From an optimization exercise on the open Yosys and OpenROAD flow, aimed at small area; shortcuts taken in it are not production practice. Where RTL was checked, it was by simulation tests only, not by an equivalence proof against the original. The flow treats the clock pin as an ideal source. Dropping or thinning the clock tree relies on that and would not hold on a real chip. Power is estimated from default activity; no workload was simulated.

Design cam_color, start of the top module:
module cam_color(
	input wire clk,
	input wire rst,
	input wire CAM_vsync,
	input wire CAM_href,
	input wire [7:0] CAM_px_data,
	input wire init,
	output wire error,
	output wire done_read,
	output wire done,
	output wire [2:0] res,
	output wire [14:0] wr_addr,
	output wire [7:0] wr_data,
	output wire wr_en,
	output wire [14:0] rd_addr,
	input wire [7:0] rd_data
	);
Size: ~560 cells after synthesis, ~100 flip-flops, about 0.0051 mm² of cells after synthesis.
Settings: LEC_CHECK=0, CAP_MARGIN=20, CORE_MARGIN=2, CORE_UTILIZATION=40, SLEW_MARGIN=20; clock period 6.0 ns.
run.sh (not shown) runs the stock make flow with config.mk's settings and CLKGATE_MAP_FILE= SYNTH_SCRIPT=/design/flow/synth_recipe.tcl, a recipe that flattens the netlist after the stock synthesis.
The baseline went through all stages and came out clean.
==> next run, changes <==
Settings changed: ABC_AREA set to 1.
What happened: The new run finished clean; clock skew is about the same; fmax climbs by 1.6%; hold slack improved by 6.5 ps; setup slack improves by 56 ps; first-iteration DRC count went up by 120%; final cell count climbs by 27%; total power increases by about 4%.

* * *

Another version of the RTL of cam_color (not shown whole).
For scale: about 100 flip-flops, about 66 I/O pins, about 4900 sq um of cells after synthesis.
==> flow/design.v (excerpt) <==
module cam_color(
	input wire clk,
	input wire rst,
	input wire CAM_vsync,
	input wire CAM_href,
	input wire [7:0] CAM_px_data,
	input wire init,
	output wire error,
	output wire done_read,
	output wire done,
	output wire [2:0] res,
	output wire [14:0] wr_addr,
	output wire [7:0] wr_data,
	output wire wr_en,
	output wire [14:0] rd_addr,
	input wire [7:0] rd_data
	);
==> flow/config.mk <==
export PLATFORM = sky130hd
export DESIGN_NAME = cam_color
export DESIGN_NICKNAME = cam_color
export VERILOG_FILES = /design/flow/design.v
export SDC_FILE = /design/flow/constraint.sdc
export NUM_CORES = 4
export LEC_CHECK = 0
export CAP_MARGIN = 20
export CORE_MARGIN = 2
export CORE_UTILIZATION = 40
export CTS_CLUSTER_DIAMETER = 200
export CTS_CLUSTER_SIZE = 50
export SLEW_MARGIN = 20
==> flow/constraint.sdc <==
create_clock -name core_clock -period 6.0 [get_ports {clk}]
set_input_delay 1.2000 -clock core_clock [delete_from_list [all_inputs] [get_ports {clk}]]
set_output_delay 1.2000 -clock core_clock [all_outputs]
set_load 0.01 [all_outputs]
The starting point produced a clean layout.
Rerun with:
==> flow/flow/run.sh (new file) <==
#!/bin/bash
# Standard layout, with single-drive-strength buffers on the ports and a
# smaller clock tree (no dummy loads).
set -euo pipefail
export BUFFER_PORTS_ARGS="-buffer_cell sky130_fd_sc_hd__buf_1"
export CTS_ARGS="-sink_clustering_enable -repair_clock_nets -dont_use_dummy_load -root_buf sky130_fd_sc_hd__clkbuf_8 -buf_list sky130_fd_sc_hd__clkbuf_8 -sink_clustering_size 30 -sink_clustering_max_diameter 200"
bash standard.sh finish > standard.log 2>&1
==> flow/standard.sh (new file) <==
#!/bin/bash
# synth_recipe.tcl (not shown) runs the flow's synth.tcl, then flattens the netlist and writes it again
# the make line also repeats each setting of config.mk as NAME=value (left out here)
make -C /OpenROAD-flow-scripts/flow DESIGN_CONFIG=/design/flow/config.mk WORK_HOME=/design/flow/orfs CLKGATE_MAP_FILE= SYNTH_SCRIPT=/design/flow/synth_recipe.tcl "${@:-finish}"
Settings changed: CTS_CLUSTER_DIAMETER 200 to default, CTS_CLUSTER_SIZE 50 to default.
removed: flow/run.sh
Effect: Routed wire length fell by about 2.6%; worst setup slack gains 0.38 ns; area after synthesis does not change; sequential power is about the same; final cell count fell by 0.94%.
Rerun with:
==> flow/flow/run.sh (replaced) <==
#!/bin/bash
# Standard layout, with single-drive-strength buffers on the ports.
set -euo pipefail
export BUFFER_PORTS_ARGS="-buffer_cell sky130_fd_sc_hd__buf_1"
bash standard.sh finish > standard.log 2>&1
Clock power came out higher by 67%.
Sequential share of layout area decreases by 1.2 points.
Count of clock-buffer cells in the layout climbs by 2.
Via count rises by about 2%.
Hold slack got worse by 0.0077 ns.
Rerun with:
==> flow/flow/run.sh (replaced) <==
#!/bin/bash
# Standard layout, with single-drive-strength buffers on the ports and a
# smaller clock tree (no dummy loads).
set -euo pipefail
export BUFFER_PORTS_ARGS="-buffer_cell sky130_fd_sc_hd__buf_1"
export CTS_ARGS="-repair_clock_nets -dont_use_dummy_load -root_buf sky130_fd_sc_hd__clkbuf_8 -buf_list sky130_fd_sc_hd__clkbuf_8"
bash standard.sh finish > standard.log 2>&1
The changed run went through all stages and came out clean.
Cell count falls slightly.
Cell area is lower by a few percent.
Fmax barely changes.
Power drops by about a fifth.
Area after synthesis does not change.
Global-route usage is about the same.
Worst hold slack improves by 0.0077 ns.
Wire length falls slightly.
Setup slack is better by 0.0069 ns.
Core utilization falls by 1.4 points.
Rerun with:
==> flow/flow/run.sh (replaced) <==
#!/bin/bash
# Standard layout, with single-drive-strength buffers on the ports and a
# smaller clock tree (no dummy loads).
set -euo pipefail
export BUFFER_PORTS_ARGS="-buffer_cell sky130_fd_sc_hd__buf_1"
export CTS_ARGS="-sink_clustering_enable -repair_clock_nets -dont_use_dummy_load -root_buf sky130_fd_sc_hd__clkbuf_8 -buf_list sky130_fd_sc_hd__clkbuf_8 -sink_buffer_max_cap_derate 1.0 -sink_clustering_size 30 -sink_clustering_max_diameter 150 -wire_unit 50"
bash standard.sh finish > standard.log 2>&1
Result: Routed wire length climbs by 0.49%; worst setup slack improves by 0.066 ns; clock skew hardly moves; count of clock-buffer cells in the layout is higher by 4.
Rerun with:
==> flow/flow/run.sh (replaced) <==
#!/bin/bash
# Standard layout, with single-drive-strength buffers on the ports and a
# smaller clock tree (no dummy loads).
set -euo pipefail
export BUFFER_PORTS_ARGS="-buffer_cell sky130_fd_sc_hd__buf_1"
export CTS_ARGS="-sink_clustering_enable -repair_clock_nets -dont_use_dummy_load -root_buf sky130_fd_sc_hd__clkbuf_8 -buf_list sky130_fd_sc_hd__clkbuf_8 -sink_buffer_max_cap_derate 1.0"
bash standard.sh finish > standard.log 2>&1
After rerunning:
- wire length goes down slightly
- utilization fell by 0.46 points
- register-to-register slack barely changes
- worst setup slack gets worse by 0.066 ns
- global-route usage grows by 0.25 points
- design area falls slightly
No run of this note included a check of the RTL's function; only the layout flow was run.

* * *

Another version of the RTL of cam_color (not shown whole).
Size: roughly 480 cells after synthesis, ~100 flip-flops, about 66 I/O pins.
Settings: LEC_CHECK=0, CAP_MARGIN=0, CORE_MARGIN=2, CORE_UTILIZATION=60, PLACE_DENSITY=0.75, SLEW_MARGIN=0; clock period 6.0 ns.
standard.sh (not shown) runs the stock make flow with config.mk's settings and CLKGATE_MAP_FILE= SYNTH_SCRIPT=/design/flow/synth_recipe.tcl, a recipe that flattens the netlist after the stock synthesis.
==> flow/flow/run.sh <==
#!/bin/bash
# The standard layout (standard.sh), with three changes:
#  - synthesis maps the logic with an area-oriented ABC script and without
#    the full/half-adder cell mapping (registers are mapped as standard);
#  - the port buffers are buf_1;
#  - the clock tree is one level of MY_CTS_NBUF clock buffers (manual_cts.tcl).
set -euo pipefail
HERE=$(pwd)
export FLOW_SYNTH_TCL=$HERE/synth_recipe.tcl
export AREA_ABC_SCRIPT=$HERE/flow/area.abc
export BUFFER_PORTS_ARGS="-buffer_cell sky130_fd_sc_hd__buf_1"
export PRE_CTS_TCL=$HERE/flow/manual_cts.tcl
export MY_CTS_NET=clk
export MY_CTS_NBUF=${MY_CTS_NBUF:-3}
export MY_CTS_CELL=${MY_CTS_CELL:-sky130_fd_sc_hd__clkbuf_16}
sed "s#SYNTH_SCRIPT=[^ ]*#SYNTH_SCRIPT=$HERE/flow/area_synth.tcl#" standard.sh > area_standard.sh
grep -q "SYNTH_SCRIPT=$HERE/flow/area_synth.tcl" area_standard.sh
bash area_standard.sh ADDER_MAP_FILE= finish > standard.log 2>&1
==> flow/flow/area.abc <==
strash
&get -n
&deepsyn -I 4 -J 50
&put
dch -f
amap
topo
Other scripts of this flow, unchanged in this note and not shown: flow/flow/area_synth.tcl, flow/flow/manual_cts.tcl
Then changed:
==> flow/flow/area.abc (replaced) <==
strash
&get -n
&deepsyn -T 20
&put
dch -f
amap
topo
CAP_MARGIN = 20   (was 0)
SLEW_MARGIN = 20   (was 0)
The changed run finished clean.
Synthesized area is unchanged.
Worst setup slack does not change.
Via count stays the same.
Sequential power is about the same.
Clock skew does not change.
Wire length is unchanged.
Global-route usage does not change.
Hold slack is unchanged.
No run of this note takes its clock network from TritonCTS; it comes from the design's own scripts or RTL.

static timing again, ports no longer ideal:
How much do the figures lean on ideal ports? The routed layouts below were timed once more, with nothing changed but the port constraints. Step 1: set_driving_cell puts a clkbuf_16 on clk and a buf_2 on each other input, an assumption about the parent block. Step 2 adds t to the input delays and takes it off the output delays; t is the mean of the earliest and latest rising clock arrival at the registers after step 1. Input paths then give back, and output paths get back, about the clock's delay inside the block. Slacks: no drivers / after step 1 / after step 2; pairs: no drivers / after step 1.
| run | t, ns | setup slack, ns | cell pins on the clock port's net |
|---|---|---|---|
| the first run of note 1 | 0.387 | 2.379 / 2.390 / 2.003 | 1 |
| the second run of note 1 | 0.388 | 2.434 / 2.455 / 2.067 | 1 |
| the first run of note 2 | 0.385 | 2.511 / 2.528 / 2.143 | 1 |
| the second run of note 2 | 0.394 | 2.892 / 2.904 / 2.510 | 1 |
| the third run of note 2 | 0.391 | 2.885 / 2.901 / 2.510 | 1 |
| the fourth run of note 2 | 0.394 | 2.892 / 2.904 / 2.510 | 1 |
| the fifth run of note 2 | 0.464 | 2.958 / 2.971 / 2.508 | 1 |
| the sixth run of note 2 | 0.394 | 2.892 / 2.904 / 2.510 | 1 |
| the first run of note 3 | 0.234 | 1.561 / 1.598 / 1.364 | 3 |
| the second run of note 3 | 0.234 | 1.561 / 1.598 / 1.364 | 3 |
After both steps every run listed still meets setup and hold. For the fifth run of note 2, which loses most, drivers alone change the setup slack by +0.013 ns; drivers and shift together by -0.450 ns.
